From an optimization exercise on the open Yosys and OpenROAD flow, aimed at small area; shortcuts taken in it are not production practice. Only simulation tests tie the RTL to the original design; equivalence was not proved. Power figures rest on the tool's default switching activity, not on a simulated workload.

[design.v]
module PongGame
(
	input CLOCK_50,
	input [3:0] KEY,
	input [9:0] SW,
	output logic VGA_BLANK_N,
	output logic VGA_SYNC_N,
	output logic VGA_HS,
	output logic VGA_VS,
	output logic [7:0] VGA_R,
	output logic [7:0] VGA_G,
	output logic [7:0] VGA_B
);
	function automatic [16:0] add(input [16:0] a, input [16:0] b, input ci);
		logic c;
		c = ci;
		for (int i = 0; i < 17; i++) begin
			add[i] = a[i] ^ b[i] ^ c;
			c = (a[i] & b[i]) | (c & (a[i] ^ b[i]));
		end
	endfunction
	function automatic [16:0] dec(input [16:0] a, input bi);
		logic b;
		b = bi;
		for (int i = 0; i < 17; i++) begin
			dec[i] = a[i] ^ b;
			b = b & ~a[i];
		end
	endfunction
	function automatic lt(input [16:0] a, input [16:0] b);
		logic c;
		c = 1'b0;
		for (int i = 0; i < 17; i++)
			c = (~a[i] & b[i]) | (~(a[i] ^ b[i]) & c);
		lt = c;
	endfunction
	function automatic inr(input [16:0] a, input [16:0] lo, input [16:0] hi);
		inr = ~lt(a, lo) & ~lt(hi, a);
	endfunction
	wire rst = SW[9];
	function automatic [7:0] scoreToggles(input [3:0] t, input [3:0] o, input inc);
		logic nine, wrap;
		nine = o[3] & o[0];                           
		wrap = t[3] & t[2] & o[2] & o[1] & o[0];      
		scoreToggles[0] = inc;
		scoreToggles[1] = inc & o[0] & ~o[3];
		scoreToggles[2] = inc & o[0] & o[1];
		scoreToggles[3] = inc & o[0] & (o[3] | (o[1] & o[2] & ~(t[3] & t[2])));
		scoreToggles[4] = inc & nine;
		scoreToggles[5] = inc & nine & t[0];
		scoreToggles[6] = inc & ((nine & t[0] & t[1]) | wrap);
		scoreToggles[7] = inc & ((nine & t[0] & t[1] & t[2]) | wrap);
	endfunction
	logic [10:0] hn;
	logic [9:0]  vn;
	wire [10:0] h = ~hn;
	wire [9:0]  v = ~vn;
	wire hEnd = h[10] & h[4];                        
	wire vEnd = v[9] & v[7] & v[4] & v[3] & v[1];    
	always_ff @(posedge CLOCK_50) begin
		hn <= (rst | hEnd) ? 11'h7FF : 11'(dec(17'(hn), 1'b1));
		vn <= (rst | vEnd) ? 10'h3FF : 10'(dec(17'(vn), hEnd));
	end
	wire visible = lt(17'(h), 17'd800) & lt(17'(v), 17'd600);
	assign VGA_BLANK_N = visible;
	assign VGA_HS = ~inr(17'(h), 17'd856, 17'd975);
	assign VGA_VS = ~inr(17'(v), 17'd637, 17'd642);
	assign VGA_SYNC_N = VGA_HS | VGA_VS;
	logic [5:0] cnt;
	always_ff @(posedge CLOCK_50)
		cnt <= rst ? 6'd0 : 6'(add(17'(cnt), 17'd0, 1'b1));
	wire tick = (cnt == 6'd1);
	logic [9:0] ly, ry;
	wire lUp = ~KEY[2] &  KEY[3];
	wire lDn =  KEY[2] & ~KEY[3];
	wire rUp = ~KEY[0] &  KEY[1];
	wire rDn =  KEY[0] & ~KEY[1];
	wire lDec = lUp & (|ly[9:1]);                  
	wire lMov = tick & (lDec | (lDn & ~(ly[9] & ly[4] & ly[1])));    
	wire rDec = rUp & (|ry[9:1]);
	wire rMov = tick & (rDec | (rDn & ~(ry[9] & ry[4] & ry[1])));
	logic [9:0] lyN, ryN;
	always_comb begin
		logic tl, tr;
		tl = lMov; tr = rMov;
		for (int i = 0; i < 10; i++) begin
			lyN[i] = ly[i] ^ tl;
			ryN[i] = ry[i] ^ tr;
			tl = tl & (ly[i] ^ lDec);
			tr = tr & (ry[i] ^ rDec);
		end
	end
	always_ff @(posedge CLOCK_50) begin
		ly <= (rst & ~tick) ? 10'd265 : lyN;
		ry <= (rst & ~tick) ? 10'd265 : ryN;
	end
	logic [15:0] bx;        
	logic [16:0] by;        
	logic        vr;        
	logic [1:0]  vm;        
	logic        vxs, vys;  
	logic [3:0]  lt_, lo_, rt_, ro_;  
	wire [9:0]  left = bx[15:6];
	wire [10:0] T    = by[16:6];                        
	wire scoreR = tick & (~|bx[15:7]) & vxs;            
	wire scoreL = tick & ~lt(17'(left), 17'd791) & ~vxs;  
	wire        sel = left[9];                          
	wire [9:0]  bt  = sel ? ry : ly;
	wire [9:0]  r   = 10'(add(17'(T[9:0]), 17'(~bt), 1'b1));
	wire rOK    = ~T[10];
	wire topValid = ~inr(17'(T), 17'd3, 17'd11);        
	wire dOK    = inr(17'(r), 17'd3, 17'd82) & rOK & topValid;
	wire k0     = lt(17'(r), 17'd13);
	wire kUp    = lt(17'(r), 17'd43);
	logic [1:0] km;
	always_comb begin
		if      (k0 | ~lt(17'(r), 17'd73))                     km = 2'd0;
		else if (lt(17'(r), 17'd23) | ~lt(17'(r), 17'd63))     km = 2'd1;
		else if (lt(17'(r), 17'd33) | ~lt(17'(r), 17'd53))     km = 2'd2;
		else                                                    km = 2'd3;
	end
	wire inSec = dOK & ~(k0 & lt(17'(bt), 17'd5));
	wire V = sel ? (inr(17'(left), 17'd749, 17'd751) & ~vxs)
	             : (inr(17'(left), 17'd39, 17'd41) & vxs);
	wire H = sel ? inr(17'(left), 17'd751, 17'd769)
	             : inr(17'(left), 17'd21, 17'd39);
	wire topHit = lt(17'(r), 17'd4) & rOK & ~lt(17'(bt), 17'd3) & ~vys;    
	wire botHit = inr(17'(r), 17'd81, 17'd84) & rOK & vys;                  
	wire wall = (inr(17'(T), 17'd12, 17'd14) & vys)                   
	          | ((~lt(17'(T), 17'd602) | lt(17'(T), 17'd3)) & ~vys);  
	wire flip   = tick & (wall | (~V & H & (topHit | botHit)));
	wire paddle = tick & ~wall & V & inSec;
	logic nr, nxs, nys;
	logic [1:0] nm;
	always_comb begin
		nr = vr; nm = vm; nxs = vxs; nys = vys;
		if (scoreR | scoreL) begin
			nr = 1'b1; nm = 2'd0; nxs = scoreL; nys = 1'b0;
		end else if (flip)
			nys = ~vys;
		else if (paddle) begin
			nr = 1'b0; nm = km; nxs = sel; nys = kUp;
		end
	end
	always_ff @(posedge CLOCK_50) begin
		if (rst) begin
			vr <= 1'b1; vm <= 2'd0; vxs <= 1'b0; vys <= 1'b0;
		end else begin
			vr <= nr; vm <= nm; vxs <= nxs; vys <= nys;
		end
	end
	logic [6:0] xm, ym;
	always_comb begin
		case (nm)
			2'd0: begin xm = 7'd59; ym = 7'd102; end
			2'd1: begin xm = 7'd77; ym = 7'd77;  end
			2'd2: begin xm = 7'd86; ym = 7'd50;  end
			default: begin xm = 7'd87; ym = 7'd23; end
		endcase
		if (nr) begin
			xm = 7'd48; ym = 7'd48;
		end
	end
	wire xneg = tick & nxs;
	wire yneg = tick & nys;
	wire [6:0] xop = (tick ? xm : 7'd0) ^ {7{xneg}};
	wire [6:0] yop = (tick ? ym : 7'd0) ^ {7{yneg}};
	wire restart = rst | scoreR | scoreL;
	always_ff @(posedge CLOCK_50) begin
		if (restart) begin
			bx <= 16'd25280;      
			by <= 17'd19648;      
		end else begin
			bx <= 16'(add(17'(bx), 17'({{9{xneg}}, xop}), xneg & ~nr));
			by <= add(by, {{10{yneg}}, yop}, yneg);
		end
	end
	always_ff @(posedge CLOCK_50) begin
		if (rst) begin
			lt_ <= 4'd0; lo_ <= 4'd0; rt_ <= 4'd0; ro_ <= 4'd0;
		end else begin
			{lt_, lo_} <= {lt_, lo_} ^ scoreToggles(lt_, lo_, scoreL);
			{rt_, ro_} <= {rt_, ro_} ^ scoreToggles(rt_, ro_, scoreR);
		end
	end
	wire [9:0]  dxb = 10'(add(17'(hn[9:0]), 17'(left), 1'b0));      
	wire [9:0]  dyb = 10'(add(17'(T[9:0]), 17'(vn), 1'b0));         
	wire drawBallV = ~lt(17'(dxb), 17'd1014) & inr(17'(dyb), 17'd2, 17'd11) & ~T[10] & ~lt(17'(T), 17'd12);
	wire ballOrigin = ~|left & (T == 11'd12);
	wire [9:0] bd  = h[9] ? ry : ly;
	wire [9:0] dyp = 10'(add(17'(vn), 17'(bd), 1'b0));             
	wire barRow = ~lt(17'(dyp), 17'd954);
	wire drawLBar = inr(17'(h), 17'd30, 17'd39) & barRow;
	wire drawRBar = inr(17'(h), 17'd760, 17'd769) & barRow;
	wire drawLine = inr(17'(h), 17'd397, 17'd400) & ~v[4];
	logic [3:0] dig;
	logic inDig;
	always_comb begin
		dig = 4'd15; inDig = 1'b0;
		if      (inr(17'(h), 17'd320, 17'd344)) begin dig = lt_; inDig = 1'b1; end
		else if (inr(17'(h), 17'd355, 17'd379)) begin dig = lo_; inDig = 1'b1; end
		else if (inr(17'(h), 17'd410, 17'd434)) begin dig = rt_; inDig = 1'b1; end
		else if (inr(17'(h), 17'd445, 17'd469)) begin dig = ro_; inDig = 1'b1; end
	end
	wire xL = inr(17'(h), 17'd320, 17'd327) | inr(17'(h), 17'd355, 17'd362)
	        | inr(17'(h), 17'd410, 17'd417) | inr(17'(h), 17'd445, 17'd452);
	wire xR = inr(17'(h), 17'd336, 17'd344) | inr(17'(h), 17'd371, 17'd379)
	        | inr(17'(h), 17'd426, 17'd434) | inr(17'(h), 17'd461, 17'd469);
	wire yA  = inr(17'(v), 17'd10, 17'd19);
	wire yAC = inr(17'(v), 17'd10, 17'd39);
	wire yC  = inr(17'(v), 17'd30, 17'd39);
	wire yCE = inr(17'(v), 17'd30, 17'd59);
	wire yE  = inr(17'(v), 17'd50, 17'd59);
	logic sa, sb, sc, sd, se, sf, sg;
	always_comb begin
		case (dig)
			4'd0: {sa,sb,sc,sd,se,sf,sg} = 7'b1111110;
			4'd1: {sa,sb,sc,sd,se,sf,sg} = 7'b0000110;
			4'd2: {sa,sb,sc,sd,se,sf,sg} = 7'b1011011;
			4'd3: {sa,sb,sc,sd,se,sf,sg} = 7'b1001111;
			4'd4: {sa,sb,sc,sd,se,sf,sg} = 7'b0100111;
			4'd5: {sa,sb,sc,sd,se,sf,sg} = 7'b1101101;
			4'd6: {sa,sb,sc,sd,se,sf,sg} = 7'b1111101;
			4'd7: {sa,sb,sc,sd,se,sf,sg} = 7'b1000110;
			4'd8: {sa,sb,sc,sd,se,sf,sg} = 7'b1111111;
			4'd9: {sa,sb,sc,sd,se,sf,sg} = 7'b1100111;
			default: {sa,sb,sc,sd,se,sf,sg} = 7'b0000000;
		endcase
	end
	wire drawScore = inDig & ((yA & sa) | (yE & sd) | (yC & sg)
	                        | (xL & ((yAC & sb) | (yCE & sc)))
	                        | (xR & ((yAC & sf) | (yCE & se))));
	wire pBall = visible ? drawBallV : ballOrigin;
	wire pGrey = visible & (drawScore | drawLine);
	wire pLBar = visible & drawLBar;
	wire pRBar = visible & drawRBar;
	always_comb begin
		if (pBall)
			{VGA_R, VGA_G, VGA_B} = {8'hFF, 8'hFF, 8'hFF};
		else if (pGrey)
			{VGA_R, VGA_G, VGA_B} = {8'hA0, 8'hA0, 8'hA0};
		else if (pLBar)
			{VGA_R, VGA_G, VGA_B} = {8'hFF, 8'h60, 8'h60};
		else if (pRBar)
			{VGA_R, VGA_G, VGA_B} = {8'h60, 8'h60, 8'hFF};
		else
			{VGA_R, VGA_G, VGA_B} = 24'h000000;
	end
endmodule
[flow/run.sh]
#!/bin/bash
# The standard layout (standard.sh) with these area changes:
#  * after the standard synthesis, its combinational logic is mapped again
#    (after choosing the full adders' polarities to save inverters)
#    with area-oriented ABC scripts (flip-flops kept as they are, with
#    their names); the smallest result that is proven equivalent
#    to the standard netlist is used (the standard netlist if none is),
#  * port buffers made from the smallest buffer cell,
#  * after the floorplan, every logic cell left upsized is put back to its
#    smallest drive strength (repair_design fixes any slew or capacitance
#    violation this causes later on),
#  * no dummy loads in the clock tree, built from clkbuf_8.
set -e
FLOWDIR=$(cd "$(dirname "$0")" && pwd)
YOSYS=yosys
[ -x "$FLOW_HOME/../tools/install/yosys/bin/yosys" ] && YOSYS="$FLOW_HOME/../tools/install/yosys/bin/yosys"
LIB="$FLOW_HOME/platforms/sky130hd/lib/sky130_fd_sc_hd__tt_025C_1v80.lib"
export BUFFER_PORTS_ARGS="-buffer_cell sky130_fd_sc_hd__buf_1"
export POST_FLOORPLAN_TCL="$FLOWDIR/downsize.tcl"
export CTS_ARGS="-sink_clustering_enable -repair_clock_nets -buf_list sky130_fd_sc_hd__clkbuf_8 -dont_use_dummy_load"

bash standard.sh synth > synth.log 2>&1

R=orfs/results/sky130hd/PongGame/base
cp $R/1_2_yosys.v $R/1_2_yosys_standard.v

M='&get,-n;&dch,-f;&nf,-a,-R,1000;&put'
D='strash;&get,-n;&deepsyn,-T,120;&put'
SCRIPTS=(
  "strash;ifraig;dc2;dc2;$M;strash;dc2;$M;dnsize"
  "$D;$M;strash;dc2;$M;dnsize"
  "$D;$M;strash;dc2;$M;dnsize"
)
KEEP=(
  "sky130_fd_sc_hd__fa_1"
  "sky130_fd_sc_hd__fa_1"
  "sky130_fd_sc_hd__fa_1"
)
# the netlist each script starts from: the standard one, or the standard
# one with its full adders' polarities chosen to save inverters (fapol.py)
INPUT=(
  "$R/1_2_yosys_fapol.v"
  "$R/1_2_yosys_fapol.v"
  "$R/1_2_yosys_standard.v"
)
python3 "$FLOWDIR/fapol.py" $R/1_2_yosys_standard.v $R/1_2_yosys_fapol.v > fapol.log 2>&1 || cp $R/1_2_yosys_standard.v $R/1_2_yosys_fapol.v
best=""
best_area=""
remap_one() {
  local i=$1 out=$R/1_2_yosys_remap$1.v
  sed "s#LIBFILE#$LIB#g; s#NETIN#${INPUT[$i]}#; s#NETOUT#$out#; s#ABCSCRIPT#${SCRIPTS[$i]//&/\\&}#; s#KEEPCELLS#${KEEP[$i]}#" "$FLOWDIR/remap.ys" > remap_run$i.ys
  sed "s#LIBFILE#$LIB#g; s#NETSTD#$R/1_2_yosys_standard.v#; s#NETNEW#$out#" "$FLOWDIR/equiv.ys" > equiv_run$i.ys
  if "$YOSYS" -s remap_run$i.ys > remap$i.log 2>&1 && "$YOSYS" -s equiv_run$i.ys > equiv$i.log 2>&1; then
    echo ok > remap_ok$i
  fi
}
for i in "${!SCRIPTS[@]}"; do remap_one $i & done
wait
for i in "${!SCRIPTS[@]}"; do
  out=$R/1_2_yosys_remap$i.v
  if [ -f remap_ok$i ]; then
    area=$(grep "Chip area for top module" remap$i.log | tail -1 | awk '{print $NF}')
    echo "script $i: area $area, proven equivalent" >> remap_status.txt
    if [ -z "$best" ] || awk "BEGIN{exit !($area < $best_area)}"; then best=$out; best_area=$area; fi
  else
    echo "script $i: failed or not proven" >> remap_status.txt
  fi
done
if [ -n "$best" ]; then
  echo "using $best" >> remap_status.txt
  cp $best $R/1_2_yosys.v
  rm -f $R/1_synth.odb $R/1_synth.sdc
else
  echo "using the standard netlist" >> remap_status.txt
fi

bash standard.sh > standard.log 2>&1
[flow/downsize.tcl]
# Put every combinational cell at its smallest drive strength.
set db [ord::get_db]
set block [ord::get_db_block]
set count 0
foreach inst [$block getInsts] {
  set master [$inst getMaster]
  set name [$master getName]
  if { ![regexp {^(sky130_fd_sc_hd__[a-z0-9]+)_([0-9]+)$} $name -> base size] } { continue }
  if { [regexp {df|dl|conb|tap|fill|decap|clk} $base] } { continue }
  set best ""
  set best_area [expr {[$master getWidth] * [$master getHeight]}]
  foreach s {0 1 2} {
    if { $s >= $size } { continue }
    set cand [$db findMaster "${base}_$s"]
    if { $cand == "NULL" } { continue }
    set a [expr {[$cand getWidth] * [$cand getHeight]}]
    if { $a < $best_area } { set best_area $a; set best "${base}_$s" }
  }
  if { $best != "" } {
    replace_cell [$inst getName] $best
    incr count
  }
}
puts "downsize.tcl: resized $count cells"
[flow/equiv.ys]
# Check that the re-mapped netlist does what the standard synthesis does.
read_liberty -ignore_miss_func LIBFILE
read_verilog NETSTD
rename PongGame gold
read_verilog NETNEW
rename PongGame gate
hierarchy -check
flatten
opt_clean
rename -hide w:*.*
equiv_make gold gate equiv
hierarchy -top equiv
equiv_simple -seq 1
equiv_induct
equiv_status -assert
[flow/fapol.py]
#!/usr/bin/env python3
# Choose the polarity of each full adder (fa_1) of a mapped netlist so that
# as few inverters as possible sit between flip-flop or full-adder outputs
# and full-adder inputs: an adder whose three inputs are all inverted is
# the same as the adder of the plain inputs with both outputs inverted.
# usage: fapol.py IN.v OUT.v
import re, sys

src = open(sys.argv[1]).read()
inst_re = re.compile(r'^(\s*)(sky130_fd_sc_hd__\w+)\s+(\S+)\s*\((.*?)\);', re.S | re.M)
pin_re = re.compile(r'\.(\w+)\(\s*([^()]*?)\s*\)')
cells = []
for m in inst_re.finditer(src):
    pins = [(p, n.strip()) for p, n in pin_re.findall(m.group(4))]
    cells.append({'type': m.group(2), 'name': m.group(3), 'pins': pins, 'span': m.span()})

OUTS = {'X', 'Y', 'Q', 'Q_N', 'COUT', 'SUM', 'HI', 'LO'}
drv = {}
for i, c in enumerate(cells):
    for p, n in c['pins']:
        if p in OUTS:
            drv[n] = (i, p)

def is_inv(t):
    return re.match(r'sky130_fd_sc_hd__(clk)?inv_\d+$', t) is not None

def base(net):
    pol = 0
    while net in drv and is_inv(cells[drv[net][0]]['type']):
        c = cells[drv[net][0]]
        net = dict(c['pins'])['A']
        pol ^= 1
    return net, pol

fas = [i for i, c in enumerate(cells) if c['type'] == 'sky130_fd_sc_hd__fa_1']
fidx = {i: k for k, i in enumerate(fas)}
# per FA input pin: (base net, pol, kind, g) kind: 'fa' (g = fa index), 'ff', 'other'
pinfo = {}
for k, i in enumerate(fas):
    d = dict(cells[i]['pins'])
    for p in ('A', 'B', 'CIN'):
        m, pol = base(d[p])
        kind, g = 'other', None
        if m in drv:
            j, op = drv[m]
            t = cells[j]['type']
            if j in fidx:
                kind, g = 'fa', fidx[j]
            elif 'dfxtp' in t:
                kind = 'ff'
        pinfo[(k, p)] = (m, pol, kind, g)
# direct loads of FA outputs that are flip-flop D pins or ports
ports = set(re.findall(r'^\s*output\s+(?:\[[^\]]*\]\s*)?(\S+?)\s*;', src, re.M))
hard = [0] * len(fas)
for c in cells:
    for p, n in c['pins']:
        if p in OUTS:
            continue
        if n in drv and drv[n][0] in fidx and ('dfxtp' in c['type']):
            hard[fidx[drv[n][0]]] += 1
for n in ports:
    if n in drv and drv[n][0] in fidx:
        hard[fidx[drv[n][0]]] += 1

def cost(P):
    s = 0
    for (k, p), (m, pol, kind, g) in pinfo.items():
        if kind == 'fa':
            s += pol ^ P[k] ^ P[g]
        elif kind == 'ff':
            s += pol ^ P[k]
    s += sum(h * P[k] for k, h in enumerate(hard))
    return s

# carry chains
nxt = {}
for k in range(len(fas)):
    m, pol, kind, g = pinfo[(k, 'CIN')]
    if kind == 'fa' and dict(cells[fas[g]]['pins'])['COUT'] == m:
        nxt[g] = k
heads = [k for k in range(len(fas)) if k not in nxt.values()]
chains = []
for h in heads:
    ch = [h]
    while ch[-1] in nxt:
        ch.append(nxt[ch[-1]])
    chains.append(ch)
moves = [[k] for k in range(len(fas))]
for ch in chains:
    for a in range(len(ch)):
        for b in range(a + 2, len(ch) + 1):
            moves.append(ch[a:b])

P = [0] * len(fas)
best = cost(P)
start = best
improved = True
while improved:
    improved = False
    for mv in moves:
        for k in mv:
            P[k] ^= 1
        c = cost(P)
        if c < best:
            best = c
            improved = True
        else:
            for k in mv:
                P[k] ^= 1
sys.stderr.write('fapol: %d adders, inverter cost %d -> %d, %d flipped\n' % (len(fas), start, best, sum(P)))

# rewrite
new_cells = []
new_wires = []
inv_of = {}
cnt = [0]
def newnet(tag):
    cnt[0] += 1
    n = '_fapol_%s%d_' % (tag, cnt[0])
    new_wires.append(n)
    return n
def inverted(net):
    if net not in inv_of:
        o = newnet('n')
        new_cells.append(('sky130_fd_sc_hd__inv_1', '_fapol_inv%d_' % cnt[0], [('A', net), ('Y', o)]))
        inv_of[net] = o
    return inv_of[net]
raw = {}   # orig output net of a flipped FA -> raw (inverted) net
for k, i in enumerate(fas):
    if P[k]:
        for p, n in cells[i]['pins']:
            if p in ('SUM', 'COUT'):
                r = newnet('r')
                raw[n] = r
                new_cells.append(('sky130_fd_sc_hd__inv_1', '_fapol_out%d_' % cnt[0], [('A', r), ('Y', n)]))
newpins = {}
for k, i in enumerate(fas):
    pins = []
    for p, n in cells[i]['pins']:
        if p in ('SUM', 'COUT'):
            pins.append((p, raw.get(n, n)))
            continue
        m, pol, kind, g = pinfo[(k, p)]
        req = pol ^ P[k]
        if req == 0:
            pins.append((p, m))
        elif m in raw:
            pins.append((p, raw[m]))
        else:
            pins.append((p, inverted(m)))
    newpins[i] = pins

out = []
pos = 0
for i in fas:
    s, e = cells[i]['span']
    out.append(src[pos:s])
    c = cells[i]
    indent = re.match(r'\s*', src[s:e]).group(0)
    out.append('%s%s %s (\n%s\n%s);' % (indent, c['type'], c['name'],
               ',\n'.join('    .%s(%s)' % (p, n if not n.startswith('\\') else n + ' ') for p, n in newpins[i]), indent))
    pos = e
rest = src[pos:]
k = rest.rindex('endmodule')
extra = ''.join('  wire %s;\n' % w for w in new_wires)
extra += ''.join('  %s %s (\n%s\n  );\n' % (t, n, ',\n'.join('    .%s(%s)' % (p, x if not x.startswith('\\') else x + ' ') for p, x in pins)) for t, n, pins in new_cells)
out.append(rest[:k] + extra + rest[k:])
open(sys.argv[2], 'w').write(''.join(out))
[flow/remap.ys]
# Re-map the combinational logic of the standard synthesis for area.
# The flip-flops (and, where listed below, the full adders) are kept as
# they are, with their names.
read_liberty -ignore_miss_func LIBFILE
read_verilog NETIN
hierarchy -top PongGame
setattr -mod -set keep_hierarchy 1 sky130_fd_sc_hd__dfxtp_1 sky130_fd_sc_hd__conb_1 KEEPCELLS
flatten
opt_clean
abc -liberty LIBFILE -dont_use sky130_fd_sc_hd__lpflow_* -dont_use sky130_fd_sc_hd__probe* -script +ABCSCRIPT
opt_clean
setundef -zero
splitnets
opt_clean -purge
hilomap -singleton -hicell sky130_fd_sc_hd__conb_1 HI -locell sky130_fd_sc_hd__conb_1 LO
insbuf -buf sky130_fd_sc_hd__buf_1 A X
opt_clean -purge
stat -liberty LIBFILE
select -module PongGame
write_verilog -noattr -nohex -nodec -selected NETOUT
[standard.sh]
#!/bin/bash
# synth_recipe.tcl (not shown) runs the flow's synth.tcl, then flattens the netlist and writes it again
# the make line also repeats each setting of config.mk as NAME=value (left out here)
make -C /OpenROAD-flow-scripts/flow DESIGN_CONFIG=/design/flow/config.mk WORK_HOME=/design/flow/orfs CLKGATE_MAP_FILE= SYNTH_SCRIPT=/design/flow/synth_recipe.tcl "${@:-finish}"
[config.mk]
export PLATFORM = sky130hd
export DESIGN_NAME = PongGame
export DESIGN_NICKNAME = PongGame
export VERILOG_FILES = /design/flow/design.v
export SDC_FILE = /design/flow/constraint.sdc
export NUM_CORES = 4
export LEC_CHECK = 0
export CAP_MARGIN = 20
export CORE_MARGIN = 2
export CORE_UTILIZATION = 60
export CTS_BUF_LIST = sky130_fd_sc_hd__clkbuf_8
export SLEW_MARGIN = 20
[constraint.sdc]
create_clock -name core_clock -period 20.0 [get_ports {CLOCK_50}]
set_input_delay 4.0000 -clock core_clock [delete_from_list [all_inputs] [get_ports {CLOCK_50}]]
set_output_delay 4.0000 -clock core_clock [all_outputs]
set_load 0.01 [all_outputs]
==> results.ini, run 1 <==
[cts]
ctsResizeCount = 0
clock_latency_ns = 0.39
cts-root-buf = clkbuf_8
cts_num_sinks = 101
clkTransAtPathRegs_ns = 0.11
cts_made_buffers = 9
clockBufferDepth = 2
hold_buffers = 0
post_cts_buffers = 0
htree_levels = 3
cts_tree = yes

[global_route]
grt_max_degree = 31
grt_use_total = 0.276
grt.overflow.total = 0
antenna_found_initial = 0
grt_pass1_wl_mm = 31.4
first_global_vias = 6337

[timing]
fin_tns_setup_ns = 0
setup_violations = 0
rsz0062_at_grt = no
fin_crit_sh = 0.584
report.final.hold_viol_count = 0
max_freq_mhz = 85.6
hold_slack_ns = 0.417
period_needed_ns = 11.68
tightest_slew_ns = 0.985
slew_headroom = 0.344
finalClockSkew_ns = 0.0372
drv_slew = 0

[power]
p_leak_uw = 0.00328
p_per_area_mw_per_mm2 = 48.8
irDropWorstVdd_v = 0.0000352
combinationalPowerShare = 0.168
switching_share = 0.300
seqPwrFrac = 0.559
p_int_uw = 275
clkPwrFrac = 0.273
power_uw = 392
p_switching_uw = 118

[floorplanning]
die-width_um = 119
die_y_um = 119
row_count = 42
initial_core_util = 0.609
pin_count = 43
dieArea_mm2 = 0.0142
coreArea_mm2 = 0.0131

[place]
gp_congestion = 0.913
place_inst = 1055
detailed_place_hpwl_mm = 14.0
port_buffers = 33

[setup_path]
max_stage_delay_ns = 0.55
crit_path_max_fanout = 12
required_ns = 20.26
arrival_ns = 11.94
cpMostUsedCell = fa_1
crit_path_end_kind = flip-flop
crit_path_top_delay_cell = nand3_1
crit_type = reg -> reg
startpoint_type = flip-flop

[routing]
first_pass_iters = 5
viasPerCell = 6.01
ant_nets = 0
drt-total-wl_mm = 18.7
drc = 0
post_drt_wl_per_cell_um = 17.5
vias = 6396
drt_iter0_drc = 518

[logic_synthesis]
synth_edf_count = 0
synth_common_cells = dfxtp_1 (101), nor2_1 (93), inv_1 (72), fa_1 (62), nand2_1 (62)
yosysMostFrequentCell = dfxtp_1
synthArstFlopShare = 0
synth.area.top_cells = dfxtp_1 (25%), fa_1 (16%), ha_1 (5.8%)
avgSynthCellArea_um2 = 8.88
syn_area_mm2 = 0.00797
syn_inst = 898
synth-seq-area-share = 0.254
ys_types = 86
ys_warn_count = 1
synth_top_flop_cell = dfxtp_1
synth_nets = 1012
synth_top_area_share = 0.254
synth-seq-cells = 101
synth_top_cell_by_area = dfxtp_1

[status]
status = no timing/DRC/antenna violations

[hold_path]
hold_class = reg -> reg

[final_layout]
final_cells = 1064
diodes = 0
drive_above_1_share = 0.0417
area_growth_pct = 0.863
design.final.nets = 1004

[flow_run]
maxCapViolCount = 0

==> cells in the final DEF (no fill, tap or decap), types with 4 or more instances in the layout <==
cell         n
or3_1       15
dfxtp_1    101
buf_1       33
a211oi_1     6
nand2_1     62
clkbuf_8     9
buf_4        4
inv_1       72
o31ai_1      7
and2_1      13
o2111ai_1    6
nand3b_1    13
nor2b_1     16
xnor2_1     33
nand3_1     22
nor4_1      12
a31o_2       4
ha_1        37
mux2_2       6
o21ai_0     28
o41ai_1      4
fa_1        62
nand4_1     15
and3_1       9
or2_2       10
nor2_1      94
nand2b_1    15
nor3_1      18
xor2_1      15
mux2i_1     27
a31oi_1      7
o211ai_1    10
a211o_1      5
a21oi_1     36
==> area by class of cell <==
cell class / count / area [um^2]
multi-input cells: 668 / 5250
inverters: 73 / 274
well taps: 176 / 220
fillers: 1182 / 5040
repair buffers: 37 / 154
clock buffers: 9 / 124
flip-flops and latches: 101 / 2020
==> per-layer routing <==
metal  part of all wire  routed length, um  vias to the layer above  GRT usage
li1                   -                  -                     3067          -
met1               0.45               8480                     3132      0.372
met2               0.47               8840                      155      0.438
met3              0.038                709                       42     0.0398
met4              0.034                630                        0      0.127
met5                  0                  0                        -          0
==> worst paths after layout <==
path              cells after the start               from                end  slack (ns)
setup / recovery                     41  bx[15]$_SDFF_PP0_  by[16]$_SDFF_PP0_        8.32
hold reg to reg                       1   hn[0]$_SDFF_PP1_   hn[0]$_SDFF_PP1_        0.42
hold / removal                        1   hn[0]$_SDFF_PP1_   hn[0]$_SDFF_PP1_        0.42
setup reg to reg                     41  bx[15]$_SDFF_PP0_  by[16]$_SDFF_PP0_        8.32
==> state kept, by name, indices dropped and copies added, names as in the netlist <==
signal and flops:
bx 16, by 17, cnt 6, hn 11, lo_ 4, lt_ 4
ly 10, ro_ 4, rt_ 4, ry 10, vm 2, vn 10
vr 1, vxs 1, vys 1
==> through the flow <==
stage	util	instance area, um^2	setup WS (ns)
after floorplan	-	7970	9.73
after global placement	0.605	7910	8.62
after detailed placement	0.605	7910	8.46
after CTS	0.614	8030	8.35
after global routing	0.614	8040	7.64
final	0.614	8040	8.32
==> worst max-delay path, delay by kind of cell, from the launching register on <==
family	cells	cell delay (ns)
compound gates	3	0.99
buf+inv	4	0.22
mux	2	0.49
simple gates	4	1.23
xor+xnor	4	0.79
fa+ha+maj	24	7.27
flops	1	0.52
==> power groups by stage <==
stage / Sequential (uW) / Clock [uW] / Combinational [uW]
2_1_floorplan: 218 / 0 / 54.6
3_3_place_gp: 223 / 0 / 62.2
3_5_place_dp: 224 / 0 / 65.2
4_1_cts: 219 / 110 / 65.8
5_1_grt: 220 / 117 / 76.1
6_report: 219 / 107 / 65.9
==> cell families after synthesis <==
kind of cell    share of synthesized area
mux                                0.0477
simple gates                        0.219
xor+xnor                           0.0527
flops                               0.254
fa+ha+maj                           0.214
compound gates                      0.141
buf+inv                            0.0724
==> run 2, diff against run 1 <==
--- a/flow/run.sh
+++ b/flow/run.sh
@@ -49,11 +49,15 @@
 remap_one() {
   local i=$1 out=$R/1_2_yosys_remap$1.v
   sed "s#LIBFILE#$LIB#g; s#NETIN#${INPUT[$i]}#; s#NETOUT#$out#; s#ABCSCRIPT#${SCRIPTS[$i]//&/\\&}#; s#KEEPCELLS#${KEEP[$i]}#" "$FLOWDIR/remap.ys" > remap_run$i.ys
-  sed "s#LIBFILE#$LIB#g; s#NETSTD#$R/1_2_yosys_standard.v#; s#NETNEW#$out#" "$FLOWDIR/equiv.ys" > equiv_run$i.ys
-  if "$YOSYS" -s remap_run$i.ys > remap$i.log 2>&1 && "$YOSYS" -s equiv_run$i.ys > equiv$i.log 2>&1; then
+  sed "s#LIBFILE#$LIB#g; s#NETSTD#$R/1_2_yosys_standard_q.v#; s#NETNEW#${out%.v}_q.v#" "$FLOWDIR/equiv.ys" > equiv_run$i.ys
+  if "$YOSYS" -s remap_run$i.ys > remap$i.log 2>&1 \
+     && python3 "$FLOWDIR/qname.py" $out ${out%.v}_q.v \
+     && "$YOSYS" -s equiv_run$i.ys > equiv$i.log 2>&1; then
     echo ok > remap_ok$i
   fi
 }
+# the equivalence check matches the two netlists by flip-flop instance name
+python3 "$FLOWDIR/qname.py" $R/1_2_yosys_standard.v $R/1_2_yosys_standard_q.v
 for i in "${!SCRIPTS[@]}"; do remap_one $i & done
 wait
 for i in "${!SCRIPTS[@]}"; do
==> flow/qname.py (new file) <==
#!/usr/bin/env python3
# Rename the output net of every flip-flop after the flip-flop's instance
# name, so that two netlists of one design can be matched by register.
# usage: qname.py IN.v OUT.v
import re, sys
s = open(sys.argv[1]).read()
ren = {}
for m in re.finditer(r'sky130_fd_sc_hd__dfxtp_\d+\s+(\S+)\s*\((.*?)\);', s, re.S):
    q = re.search(r'\.Q\(\s*([^()]*?)\s*\)', m.group(2)).group(1)
    ren[q] = 'ffq_' + re.sub(r'\W', '_', m.group(1).lstrip('\\'))
tok = re.compile(r'\\\S+|[A-Za-z_][A-Za-z0-9_$]*(?:\[\d+\])?')
def sub(m):
    t = m.group(0)
    if t in ren:
        return ren[t] + (' ' if t.startswith('\\') else '')
    return t
# escaped identifiers end with whitespace, which the match leaves in place
out = tok.sub(sub, s)
open(sys.argv[2], 'w').write(out)
--- a/flow/remap.ys
+++ b/flow/remap.ys
@@ -6,6 +6,7 @@
 hierarchy -top PongGame
 setattr -mod -set keep_hierarchy 1 sky130_fd_sc_hd__dfxtp_1 sky130_fd_sc_hd__conb_1 KEEPCELLS
 flatten
+rename -hide w:*.*
 opt_clean
 abc -liberty LIBFILE -dont_use sky130_fd_sc_hd__lpflow_* -dont_use sky130_fd_sc_hd__probe* -script +ABCSCRIPT
 opt_clean
==> run 2 against run 1 <==
Net effect: still clean on timing, DRC and antenna; clock power about the same; first-iteration DRC count down 9.1%; non-clock buffer count up 3; worst setup slack worse by 1.9 ns; sequential power up 2%; fmax down 14%.
==> results.ini, run 2 <==
[power]
switching_share = 0.281
p_switching_uw = 106
irDropWorstVdd_v = 0.0000614
p_per_area_mw_per_mm2 = 53.7
combinationalPowerShare = 0.130
p_leak_uw = 0.00259
p_int_uw = 271
clkPwrFrac = 0.276
seqPwrFrac = 0.594

[setup_path]
crit_path_max_fanout = 11
ff2ff_setup_slack_ns = 6.38
max_stage_delay_ns = 0.59
arrival_ns = 13.86
crit_path_end_kind = flip-flop
crit_type = reg -> reg
cpMostUsedCell = fa_1
crit_path_top_delay_cell = xnor2_1
startpoint_type = flip-flop
required_ns = 20.24

[cts]
hold_buffers = 0
post_cts_buffers = 0
clock_latency_ns = 0.39
htree_levels = 3
cts_num_sinks = 101
cts_tree = yes
clkTransAtPathRegs_ns = 0.08
cts_made_buffers = 9
clockBufferDepth = 2
cts-root-buf = clkbuf_8
ctsResizeCount = 0

[timing]
tightest_slew_ns = 0.803
setup_violations = 0
fin_tns_setup_ns = 0
fin_crit_sh = 0.681
fin_ws_ns = 6.38
rsz0062_at_grt = no
drv_slew = 0
report.final.hold_viol_count = 0
finalClockSkew_ns = 0.0288
period_needed_ns = 13.62
slew_headroom = 0.458
max_freq_mhz = 73.4

[final_layout]
final_common_cell = dfxtp_1
nFillCells = 922
design.final.nets = 861
layout_common_cells = dfxtp_1 (101), nor2_1 (70), nand2_1 (65)
largest_reg_flops = 17
reg_top3 = by: 17 flops, bx: 16 flops, hn: 11 flops
diodes = 0
area_growth_pct = 6.29
largest-register = by
drive_above_1_share = 0.0205

[floorplanning]
die_y_um = 109
row_count = 38
die-width_um = 109
coreArea_mm2 = 0.0108
initial_core_util = 0.612
dieArea_mm2 = 0.0119
pin_count = 43

[logic_synthesis]
ys_warn_count = 1
syn_area_mm2 = 0.00661
synth_nets = 826
avgSynthCellArea_um2 = 8.82
syn_inst = 749

[place]
detailed_place_hpwl_mm = 11.4
port_buffers = 33
dp_slack_ns = 6.43
gp_congestion = 0.875

[routing]
viasPerCell = 6.04
drc = 0
post_drt_wl_per_cell_um = 16.5
drt-total-wl_mm = 15.2
drt_iter0_drc = 471
ant_nets = 0
first_pass_iters = 5
vias = 5567

[status]
status = no timing/DRC/antenna violations

[global_route]
first_global_vias = 5207
antenna_found_initial = 0
grt_use_total = 0.274
grt_pass1_wl_mm = 25.3
grt.overflow.total = 0
grt_max_degree = 30

[hold_path]
hold_class = reg -> reg

[flow_run]
maxCapViolCount = 0

==> run 2: path summary, 6_finish.rpt <==
check / end / from / depth (start not counted)
setup / recovery: bx[15]$_SDFF_PP0_ / ly[0]$_SDFF_PP1_ / 40
hold / removal: by[0]$_SDFF_PP0_ / by[0]$_SDFF_PP0_ / 1
setup reg to reg: bx[15]$_SDFF_PP0_ / ly[0]$_SDFF_PP1_ / 40
hold reg to reg: by[0]$_SDFF_PP0_ / by[0]$_SDFF_PP0_ / 1
==> run 2: cell type report <==
cell class / count / area, um^2 / share of cell area
multi-input cells: 616 / 4460 / 0.636
flip-flops and latches: 101 / 2020 / 0.288
repair buffers: 40 / 176 / 0.0251
well taps: 140 / 175 / 0.0249
clock buffers: 9 / 124 / 0.0176
inverters: 16 / 60.1 / 0.00855
==> run 2: stage by stage <==
stage / hold slack (ns) / area (um^2) / util / std cells / power (uW)
CTS: 0.452 / 7020 / 0.651 / 922 / 380
finish: 0.457 / 7020 / 0.651 / 922 / 377
global route: 0.492 / 7020 / 0.651 / 922 / 395
detailed placement: 0.430 / 6900 / 0.639 / 913 / 277
global placement: 0.422 / 6900 / 0.639 / 913 / 274
floorplan: 0.395 / 6610 / - / 749 / 261
==> run 2: layer usage <==
| metal | vias up | part of all wire | wire length [um] | global-route usage |
|---|---|---|---|---|
| met5 | - | 0 | 0 | 0 |
| met4 | 0 | 0.020 | 304 | 0.0769 |
| met1 | 2683 | 0.46 | 6990 | 0.368 |
| met2 | 115 | 0.48 | 7320 | 0.453 |
| met3 | 28 | 0.037 | 565 | 0.0514 |
| li1 | 2741 | - | - | - |
==> run 2: power by group through the flow <==
stage / Clock (uW) / Combinational, uW / Sequential (uW)
2_1_floorplan: 0 / 37.4 / 224
3_5_place_dp: 0 / 48.6 / 228
6_report: 104 / 49.0 / 224
3_3_place_gp: 0 / 45.8 / 228
4_1_cts: 107 / 49.0 / 224
5_1_grt: 113 / 55.6 / 226
==> run 2: critical path, delay by kind of cell, from the launching register on <==
family	cells	cell delay, ns
AO/OA/AOI/OAI	2	0.61
XOR/XNOR	5	1.28
adder cells (fa/ha/maj)	23	9.10
buffers and inverters	1	0.23
flip-flops	1	0.51
multiplexers	3	0.89
AND/OR/NAND/NOR	6	0.87
==> run 3, diff against run 2 <==
--- a/flow/run.sh
+++ b/flow/run.sh
@@ -25,23 +25,26 @@
 cp $R/1_2_yosys.v $R/1_2_yosys_standard.v
 
 M='&get,-n;&dch,-f;&nf,-a,-R,1000;&put'
-D='strash;&get,-n;&deepsyn,-T,120;&put'
+D='strash;&get,-n;&deepsyn,-T,120'
 SCRIPTS=(
   "strash;ifraig;dc2;dc2;$M;strash;dc2;$M;dnsize"
-  "$D;$M;strash;dc2;$M;dnsize"
-  "$D;$M;strash;dc2;$M;dnsize"
+  "$D;&put;$M;strash;dc2;$M;dnsize"
+  "$D,-S,3;&put;$M;strash;dc2;$M;dnsize"
+  "$D,-S,11;&put;$M;strash;dc2;$M;dnsize"
 )
 KEEP=(
   "sky130_fd_sc_hd__fa_1"
   "sky130_fd_sc_hd__fa_1"
   "sky130_fd_sc_hd__fa_1"
+  "sky130_fd_sc_hd__fa_1"
 )
-# the netlist each script starts from: the standard one, or the standard
-# one with its full adders' polarities chosen to save inverters (fapol.py)
+# the netlist the scripts start from: the standard one with its full
+# adders' polarities chosen to save inverters (fapol.py)
 INPUT=(
   "$R/1_2_yosys_fapol.v"
   "$R/1_2_yosys_fapol.v"
-  "$R/1_2_yosys_standard.v"
+  "$R/1_2_yosys_fapol.v"
+  "$R/1_2_yosys_fapol.v"
 )
 python3 "$FLOWDIR/fapol.py" $R/1_2_yosys_standard.v $R/1_2_yosys_fapol.v > fapol.log 2>&1 || cp $R/1_2_yosys_standard.v $R/1_2_yosys_fapol.v
 best=""
==> run 3 against run 2 <==
Net effect: fmax rose by 3.6%; via count down 0.50%; hold slack got worse by 0.0058 ns; largest cell class unchanged; wire length rose by 0.49%; utilization fell by 0.36 points; final area shrank 0.55%; count of clock-buffer cells in the layout is the same; area after synthesis is 0.36% lower; non-clock buffer count is 2 lower; largest power group unchanged; critical path depth is 2 higher; still clean.
==> results.ini, run 3 <==
[logic_synthesis]
syn_inst = 744
synth_nets = 821
avgSynthCellArea_um2 = 8.85
ys_warn_count = 1
syn_area_mm2 = 0.00658

[place]
port_buffers = 33
gp_congestion = 0.925
detailed_place_hpwl_mm = 11.6
place_inst = 906

[cts]
post_cts_buffers = 0
clockBufferDepth = 2
ctsResizeCount = 0
clkTransAtPathRegs_ns = 0.10
htree_levels = 3
cts_made_buffers = 9
cts_num_sinks = 101
clock_latency_ns = 0.39
cts_tree = yes
cts-root-buf = clkbuf_8
hold_buffers = 0

[floorplanning]
die_y_um = 109
die-width_um = 109
pin_count = 43
row_count = 38
dieArea_mm2 = 0.0118
coreArea_mm2 = 0.0108
initial_core_util = 0.610

[global_route]
grt_util_met1 = 0.375
first_global_vias = 5174
grt.overflow.total = 0
grt_use_total = 0.277
top_usage_layer = met2
antenna_found_initial = 0
met3_usage = 0.0538
grt_max_degree = 30
met2_usage = 0.452
grt_pass1_wl_mm = 25.6

[setup_path]
crit_path_end_kind = flip-flop
cpMostUsedCell = fa_1
worst_r2r_path_depth = 42
crit_path_top_delay_cell = xnor2_1
path_buf_inv = 1
crit_family = adder cells
ff2ff_setup_slack_ns = 6.85
reg2reg_from = bx[15]$_SDFF_PP0_
regToRegEndpoint = bx[15]$_SDFF_PP0_
startpoint_type = flip-flop
max_stage_delay_ns = 0.52
required_ns = 20.34
crit_path_max_fanout = 17
arrival_ns = 13.49
crit_type = reg -> reg

[routing]
vias = 5539
ant_nets = 0
drc = 0
drt-total-wl_mm = 15.3
post_drt_wl_per_cell_um = 16.7
first_pass_iters = 7
viasPerCell = 6.05
drt_iter0_drc = 415

[timing]
slew_headroom = 0.525
report.final.hold_viol_count = 0
max_freq_mhz = 76.0
setup_violations = 0
rsz0062_at_grt = no
tightest_slew_ns = 0.695
drv_slew = 0
fin_tns_setup_ns = 0
finalClockSkew_ns = 0.0312
period_needed_ns = 13.15
fin_crit_sh = 0.658

[power]
p_per_area_mw_per_mm2 = 56.8
clkPwrFrac = 0.262
combinationalPowerShare = 0.167
p_leak_uw = 0.00262
p_switching_uw = 118
switching_share = 0.296
irDropWorstVdd_v = 0.0000551
power_uw = 397
p_int_uw = 279
seqPwrFrac = 0.571

[hold_path]
min_to = hn[0]$_SDFF_PP1_
hold_class = reg -> reg
hold_start = hn[0]$_SDFF_PP1_
worstHoldPathCells = 1

[final_layout]
nFillCells = 950
final_cells = 915
largest-register = by
largest_reg_flops = 17
diodes = 0
design.final.nets = 854
area_growth_pct = 6.08
reg_top3 = by: 17 flops, bx: 16 flops, hn: 11 flops
final_common_cell = dfxtp_1
layout_common_cells = dfxtp_1 (101), nand2_1 (76), nor2_1 (63)
drive_above_1_share = 0.0181

[status]
status = no timing/DRC/antenna violations

[flow_run]
maxCapViolCount = 0

## run 3: worst max-delay path by stage
stage / endpoint / startpoint / depth (start not counted)
finish: bx[15]$_SDFF_PP0_ / bx[15]$_SDFF_PP0_ / 42
global route: bx[15]$_SDFF_PP0_ / bx[15]$_SDFF_PP0_ / 42
CTS: by[16]$_SDFF_PP0_ / bx[15]$_SDFF_PP0_ / 40
detailed placement: by[16]$_SDFF_PP0_ / bx[15]$_SDFF_PP0_ / 40
global placement: by[16]$_SDFF_PP0_ / bx[15]$_SDFF_PP0_ / 39
floorplan: by[16]$_SDFF_PP0_ / bx[15]$_SDFF_PP0_ / 39
## run 3: stage by stage
| step | worst slack [ns] | hold slack (ns) | utilization | instance area [um^2] |
|---|---|---|---|---|
| 2_1_floorplan | 7.54 | 0.392 | - | 6580 |
| 5_1_grt | 6.24 | 0.474 | 0.647 | 6980 |
| 4_1_cts | 6.88 | 0.450 | 0.647 | 6980 |
| 3_5_place_dp | 6.93 | 0.430 | 0.636 | 6860 |
| 6_report | 6.85 | 0.451 | 0.647 | 6980 |
| 3_3_place_gp | 7.11 | 0.414 | 0.636 | 6860 |
## run 3: layer usage
| metal | vias to the layer above | part of all wire | wire (um) |
|---|---|---|---|
| met2 | 124 | 0.48 | 7350 |
| met1 | 2681 | 0.46 | 7030 |
| met4 | 0 | 0.015 | 235 |
| met3 | 20 | 0.042 | 636 |
| li1 | 2714 | - | - |
| met5 | - | 0 | 0 |
## run 3: power by group through the flow
stage	Combinational (uW)	Clock [uW]	Sequential [uW]
after floorplan	51.8	0	226
after global placement	62.4	0	230
after detailed placement	66.1	0	231
after CTS	66.5	107	226
after global routing	75.3	114	228
final	66.3	104	227
## run 3: final cells by class
type                       instances  area [um^2]  share of cell area
sequential                       101         2020               0.290
tap                              140          175              0.0251
timing repair buffer              38          161              0.0231
multi-input combinational        612         4440               0.636
clock buffer                       9          124              0.0177
inverter                          15         56.3             0.00806

afterwards: timing with drivers on the ports:
Ports are ideal in the flow. The routed layouts listed here were re-timed in OpenROAD. Step 1: set_driving_cell puts a clkbuf_16 on CLOCK_50 and a buf_2 on each other input, an assumption about the parent block. Step 2 moves the port delays by t, midway between the first and last clock arrival at a register: inputs arrive t later, outputs are due t later. That takes back most of the time a late clock gives input paths. Three values: no drivers, after step 1, after step 2; two values: the first two.
| run | shift t [ns] | setup WS [ns] | hold WS [ns] | clock arrival spread, ns | pins driven straight from the clock port |
|---|---|---|---|---|---|
| run 1 | 0.409 | 8.316 / 8.316 / 8.316 | 0.417 / 0.417 / 0.417 | 0.038 / 0.037 | 1 |
| run 2 | 0.411 | 6.378 / 6.378 / 6.378 | 0.457 / 0.457 / 0.457 | 0.029 / 0.029 | 1 |
| run 3 | 0.414 | 6.849 / 6.849 / 6.849 | 0.451 / 0.451 / 0.451 | 0.032 / 0.031 | 1 |
After both steps setup and hold are still met in every run listed.
